Background: an optimization exercise with open tools, aiming at a short achievable clock period and few clock cycles. Do not read the settings as production practice. Only simulation tests tie the RTL to the original design; equivalence was not proved. No activity file was given, so power comes from the tool's default toggle rates.

== v32 ==
==> flow/design.v <==
module alu(
           input [15:0] a,
           input [15:0] b,
           output [15:0] sum,
           output [15:0] nand_out
       );
add16 adder(.a(a), .b(b), .sum(sum));
assign nand_out = ~(a & b);
endmodule
module add16(
           input [15:0] a,
           input [15:0] b,
           output [15:0] sum
       );
wire [15:0] p0 = a ^ b;
wire [15:0] g0 = a & b;
wire [15:0] g1, p1, g2, p2, g3, p3, g4;
genvar i;
generate
    for (i = 0; i < 16; i = i + 1)
    begin : lvl
        if (i >= 1)
        begin : l1
            assign g1[i] = g0[i] | (p0[i] & g0[i-1]);
            assign p1[i] = p0[i] & p0[i-1];
        end
        else
        begin : l1n
            assign g1[i] = g0[i];
            assign p1[i] = p0[i];
        end
        if (i >= 2)
        begin : l2
            assign g2[i] = g1[i] | (p1[i] & g1[i-2]);
            assign p2[i] = p1[i] & p1[i-2];
        end
        else
        begin : l2n
            assign g2[i] = g1[i];
            assign p2[i] = p1[i];
        end
        if (i >= 4)
        begin : l3
            assign g3[i] = g2[i] | (p2[i] & g2[i-4]);
            assign p3[i] = p2[i] & p2[i-4];
        end
        else
        begin : l3n
            assign g3[i] = g2[i];
            assign p3[i] = p2[i];
        end
        if (i >= 8)
        begin : l4
            assign g4[i] = g3[i] | (p3[i] & g3[i-8]);
        end
        else
        begin : l4n
            assign g4[i] = g3[i];
        end
    end
endgenerate
assign sum = p0 ^ {g4[14:0], 1'b0};
endmodule
module gpr(
           input clk,
           input rst,
           input [7:1] we,
           input [15:0] wdata,
           input [7:1] sel_a,
           input [7:1] sel_b,
           input [7:1] sel_c,
           output [15:0] rd_a,
           output [15:0] rd_b,
           output [15:0] rd_c,
           output [15:0] outrega
       );
reg [15:0] r[7:1];
integer i;
always @(posedge clk)
begin
    if (rst)
    begin
        for (i = 1; i < 8; i = i + 1)
            r[i] <= 16'd0;
    end
    else
    begin
        for (i = 1; i < 8; i = i + 1)
            if (we[i])
                r[i] <= wdata;
    end
end
reg [15:0] a, b, c;
always @(*)
begin
    a = 16'd0;
    b = 16'd0;
    c = 16'd0;
    for (i = 1; i < 8; i = i + 1)
    begin
        a = a | ({16{sel_a[i]}} & r[i]);
        b = b | ({16{sel_b[i]}} & r[i]);
        c = c | ({16{sel_c[i]}} & r[i]);
    end
end
assign rd_a = a;
assign rd_b = b;
assign rd_c = c;
assign outrega = r[1];
endmodule
module ctrl(
           input [15:0] ir,
           output [7:1] sel_a,      
           output [7:1] sel_b,      
           output use_imm,          
           output [7:1] sel_c,      
           output [7:1] we,         
           output w_sum, w_nand, w_lui, w_ld, w_link,
           output is_sw, is_lw, is_beq, is_jalr
       );
wire [2:0] op = ir[15:13];
wire [7:0] dec_a = 8'd1 << ir[12:10];
wire [7:0] dec_b = 8'd1 << ir[9:7];
wire [7:0] dec_c = 8'd1 << ir[2:0];
wire op_add  = (op == 3'b000);
wire op_addi = (op == 3'b001);
wire op_nand = (op == 3'b010);
wire op_lui  = (op == 3'b011);
wire op_sw   = (op == 3'b100);
wire op_lw   = (op == 3'b101);
wire op_beq  = (op == 3'b110);
wire op_jalr = (op == 3'b111);
wire writes = ~(op_sw | op_beq);
assign sel_a = dec_b[7:1];
assign sel_b = (op_add | op_nand) ? dec_c[7:1] : 7'd0;
assign use_imm = op_addi | op_sw;
assign sel_c = dec_a[7:1];
assign we = writes ? dec_a[7:1] : 7'd0;
assign w_sum = op_add | op_addi;
assign w_nand = op_nand;
assign w_lui = op_lui;
assign w_ld = op_lw;
assign w_link = op_jalr;
assign is_sw = op_sw;
assign is_lw = op_lw;
assign is_beq = op_beq;
assign is_jalr = op_jalr;
endmodule
module risc16 (
           input clk,
           input rst,
           input extern_halt,
           input [15:0] ir,
           input [15:0] data_in,
           output[15:0] pc_out,
           output[15:0] outRegA,
           output [15:0] addr,
           output [15:0] data_bus,
           output mem_rw
       );
parameter PROG_START = 16'h000F;
wire halt = extern_halt;
reg [15:0] pc;
assign pc_out = pc;
wire [15:0] f_pc1 = pc + 16'd1;
wire [7:1] d_sel_a, d_sel_b, d_sel_c, d_we;
wire d_use_imm, d_w_sum, d_w_nand, d_w_lui, d_w_ld, d_w_link;
wire d_is_sw, d_is_lw, d_is_beq, d_is_jalr;
ctrl cpu_ctrl(
         .ir(ir),
         .sel_a(d_sel_a),
         .sel_b(d_sel_b),
         .use_imm(d_use_imm),
         .sel_c(d_sel_c),
         .we(d_we),
         .w_sum(d_w_sum),
         .w_nand(d_w_nand),
         .w_lui(d_w_lui),
         .w_ld(d_w_ld),
         .w_link(d_w_link),
         .is_sw(d_is_sw),
         .is_lw(d_is_lw),
         .is_beq(d_is_beq),
         .is_jalr(d_is_jalr)
     );
reg [7:1]  e_we;
reg [2:0]  e_dest;      
reg        e_wen;       
reg        e_w_sum, e_w_nand, e_w_lui, e_w_ld, e_w_link;
reg        e_is_sw;
reg        e_beq;       
reg        e_jalr;      
reg [9:0]  e_imm;
reg [15:0] e_pc1;
reg [15:0] op_a, op_b, op_c;    
reg [15:0] addr_r, data_r;
reg        rw_r;
reg        buf_v;
reg [15:0] buf_addr, buf_data;
assign addr = addr_r;
assign data_bus = data_r;
assign mem_rw = rw_r;
wire [15:0] rd_a, rd_b, rd_c;
wire [15:0] wdata;
gpr cpu_gpr(
        .clk(clk),
        .rst(rst),
        .we(e_we & {7{~halt}}),
        .wdata(wdata),
        .sel_a(d_sel_a),
        .sel_b(d_sel_b),
        .sel_c(d_sel_c),
        .rd_a(rd_a),
        .rd_b(rd_b),
        .rd_c(rd_c),
        .outrega(outRegA)
    );
wire fwd_a = e_wen & (ir[9:7] == e_dest);
wire fwd_b = e_wen & (ir[2:0] == e_dest) & ~ir[15] & ~ir[13];    
wire fwd_c = e_wen & (ir[12:10] == e_dest);
wire [15:0] b_reg = rd_b | ({16{d_use_imm}} & {9'd0, ir[6:0]});
wire [15:0] a_next = fwd_a ? wdata : rd_a;
wire [15:0] b_next = fwd_b ? wdata : b_reg;
wire [15:0] c_next = fwd_c ? wdata : rd_c;
wire [15:0] sum, nand_out;
alu cpu_alu(
        .a(op_a),
        .b(op_b),
        .sum(sum),
        .nand_out(nand_out)
    );
wire fwd = buf_v && (buf_addr == addr_r);
wire [15:0] ld_data = fwd ? buf_data : data_in;
assign wdata = ({16{e_w_sum}} & sum)
             | ({16{e_w_nand}} & nand_out)
             | ({16{e_w_lui}} & {e_imm, 6'd0})
             | ({16{e_w_ld}} & ld_data)
             | ({16{e_w_link}} & e_pc1);
wire eq = (op_c == op_a);
wire [15:0] e_bt;
add16 bt_adder(.a(e_pc1), .b({9'd0, e_imm[6:0]}), .sum(e_bt));
wire mispredict = (e_beq & eq) | e_jalr;
wire [15:0] e_target = e_jalr ? op_a : e_bt;
wire st_new = e_is_sw;
wire ld_next = d_is_lw;
integer i;
always @(posedge clk)
begin
    if (rst)
    begin
        pc <= PROG_START;
        e_we <= 7'd0;
        e_wen <= 1'b0;
        e_is_sw <= 1'b0;
        e_beq <= 1'b0;
        e_jalr <= 1'b0;
        rw_r <= 1'b0;
        addr_r <= 16'd0;
        data_r <= 16'd0;
        buf_v <= 1'b0;
    end
    else if (!halt)
    begin
        pc <= (d_is_jalr & fwd_a & ~mispredict) ? wdata :
              (mispredict ? e_target : f_pc1);
        e_we <= mispredict ? 7'd0 : d_we;
        e_dest <= ir[12:10];
        e_wen <= |d_we & ~mispredict;
        e_w_sum <= d_w_sum;
        e_w_nand <= d_w_nand;
        e_w_lui <= d_w_lui;
        e_w_ld <= d_w_ld;
        e_w_link <= d_w_link;
        e_is_sw <= d_is_sw & ~mispredict;
        e_beq <= d_is_beq & (ir[6:0] != 7'd0) & ~mispredict;
        e_jalr <= d_is_jalr & ~fwd_a & ~mispredict;
        e_imm <= ir[9:0];
        e_pc1 <= f_pc1;
        op_a <= a_next;
        op_b <= b_next;
        op_c <= c_next;
        if (ld_next)
        begin
            addr_r <= {6'd0, ir[9:0]};
            rw_r <= 1'b0;
            if (st_new)
            begin
                buf_v <= 1'b1;
                buf_addr <= sum;
                buf_data <= op_c;
            end
        end
        else if (buf_v)
        begin
            addr_r <= buf_addr;
            data_r <= buf_data;
            rw_r <= 1'b1;
            buf_v <= st_new;
            buf_addr <= sum;
            buf_data <= op_c;
        end
        else if (st_new)
        begin
            addr_r <= sum;
            data_r <= op_c;
            rw_r <= 1'b1;
        end
        else
            rw_r <= 1'b0;
    end
end
endmodule
Settings: LEC_CHECK=0, ABC_CLOCK_PERIOD_IN_PS=1500, CAP_MARGIN=20, CORE_MARGIN=2, CORE_UTILIZATION=40, SETUP_SLACK_MARGIN=5, SLEW_MARGIN=20, TNS_END_PERCENT=100; clock period 10.0 ns.
standard.sh (not shown) runs the stock make flow with config.mk's settings and CLKGATE_MAP_FILE= SYNTH_SCRIPT=/design/flow/synth_recipe.tcl, a recipe that flattens the netlist after the stock synthesis.
==> flow/flow/run.sh <==
#!/bin/bash
set -euo pipefail
bash standard.sh SETUP_SLACK_MARGIN=7.5 finish > standard.log 2>&1
Looking at the reports, v32 completed the entire flow and the layout it produced met the timing, design-rule and antenna checks.
Testbench counts of v32, summed over its fixed seeds: cycles 7,513.
Edits applied to the flow inputs when going from v32 to v26:
==> flow/flow/run.sh <==
#!/bin/bash
set -euo pipefail
bash standard.sh SETUP_SLACK_MARGIN=7 finish > standard.log 2>&1
## What came out
v26 vs v32, proportion of cell area occupied by registers went up by 5.0 points. In the reports for v32 and v26, the smaller proportion of power drawn by the clock network belongs to v32. On worst setup slack for register-to-register paths, v32 loses to v26. Going from v32 to v26, HPWL reported at the end of detailed placement lower; clock skew lower.
For v50, these inputs were changed with respect to v26:
# v26
export LEC_CHECK = 0
export ABC_CLOCK_PERIOD_IN_PS = 1500
export CAP_MARGIN = 20
export CORE_MARGIN = 2
export CORE_UTILIZATION = 40
export SETUP_SLACK_MARGIN = 5
export SLEW_MARGIN = 20
export TNS_END_PERCENT = 100
create_clock -name core_clock -period 10.0 [get_ports {clk}]
# v50
export LEC_CHECK = 0
export CAP_MARGIN = 20
export CORE_MARGIN = 2
export CORE_UTILIZATION = 30
export SETUP_SLACK_MARGIN = 5
export SLEW_MARGIN = 20
export TNS_END_PERCENT = 100
create_clock -name core_clock -period 10.0 [get_ports {clk}]
Results
- Taking v26 as the reference, in v50 non-clock buffer count picked up an extra 58, clock period minus worst slack has increased, fraction of layout cells with a size suffix above 1 went up by 3.5 points.
## Diff of input files: v15 against v50
# v50
export LEC_CHECK = 0
export CAP_MARGIN = 20
export CORE_MARGIN = 2
export CORE_UTILIZATION = 30
export SETUP_SLACK_MARGIN = 5
export SLEW_MARGIN = 20
export TNS_END_PERCENT = 100
create_clock -name core_clock -period 10.0 [get_ports {clk}]
# v15
export LEC_CHECK = 0
export ABC_CLOCK_PERIOD_IN_PS = 1500
export CAP_MARGIN = 20
export CORE_MARGIN = 2
export CORE_UTILIZATION = 40
export SETUP_SLACK_MARGIN = 5
export SLEW_MARGIN = 20
export TNS_END_PERCENT = 100
create_clock -name core_clock -period 10.0 [get_ports {clk}]
==> flow/flow/run.sh <==
#!/bin/bash
set -euo pipefail
bash standard.sh SETUP_SLACK_MARGIN=8 finish > standard.log 2>&1
==> summary.txt <==
- Comparing v15 and v50, actual transition at the worst max-transition pin is higher on v15.
- Going from v50 to v15, highest clock rate shrank by a few percent.
- Re largest fanout on the critical path: v15 is 6 up on v50.
- Compared with v50, v15 degrades maximum VDD drop.
- Lower internal power summed over all cells was reported by v50, not v15.
- A capture point of the critical path of pc[7]$_SDFFE_PP0N_ is what v50 shows, while op_b[7]$_DFFE_PP_ belongs to v15.
#### Input delta (v14 over v15)
# v15
export LEC_CHECK = 0
export ABC_CLOCK_PERIOD_IN_PS = 1500
export CAP_MARGIN = 20
export CORE_MARGIN = 2
export CORE_UTILIZATION = 40
export SETUP_SLACK_MARGIN = 5
export SLEW_MARGIN = 20
export TNS_END_PERCENT = 100
create_clock -name core_clock -period 10.0 [get_ports {clk}]
# v14
export LEC_CHECK = 0
export CAP_MARGIN = 20
export CORE_MARGIN = 2
export CORE_UTILIZATION = 50
export SETUP_SLACK_MARGIN = 5
export SLEW_MARGIN = 20
export TNS_END_PERCENT = 100
create_clock -name core_clock -period 10.0 [get_ports {clk}]
==> flow/flow/run.sh <==
#!/bin/bash
set -euo pipefail
bash standard.sh SETUP_SLACK_MARGIN=7 finish > standard.log 2>&1
Findings:
Of v14 and v15, the run reporting the lower part of the power in combinational logic was v14.
[v14] total power fell about 9% relative to v15
v14 vs v15, critical path startpoint: ir[8] vs ir[0]
[v14] aggregate routed wire length fell about 23% relative to v15
[compare] base=v15 new=v14: setup slack shows an increase of 0.26 ns, ratio of total power to cell area shows an increase of about 11%, instance count of the mapped netlist shows no meaningful change, number of signal-net buffers in the layout shows a reduction of 35%.
In v14, the maximum frequency came out 23 MHz above the value in v15.

static timing again, ports no longer ideal:
In the flow no input, the clock included, has a driving cell. The finished layouts below were timed again as built, in two steps.
Step 1 sets driving cells, clkbuf_16 on the clock port and buf_2 on the other inputs (assumed; they add their load-dependent delay and slew).
Step 2, shift: input delay + t, output delay - t, t = (earliest + latest rising clock arrival at the registers) / 2. This alone moves slack from input paths to output paths.
a / b / c = ideal / step 1 / step 2; a / b = the first two.
run	t, ns	setup WS [ns]	clock arrival spread, ns	worst register clock-pin slew, ns
v32	0.625	6.630 / 6.634 / 6.009	0.044 / 0.044	0.07 / 0.07
v26	0.603	6.860 / 6.857 / 6.254	0.036 / 0.037	0.07 / 0.07
v50	0.594	6.746 / 6.755 / 6.161	0.025 / 0.024	0.07 / 0.07
v15	0.605	6.552 / 6.558 / 5.953	0.026 / 0.026	0.06 / 0.06
v14	0.579	6.810 / 6.821 / 6.242	0.027 / 0.027	0.07 / 0.07
After both steps setup and hold are still met in every run listed. For v32, which loses most, drivers alone change the setup slack by +0.004 ns; drivers and shift together by -0.621 ns.
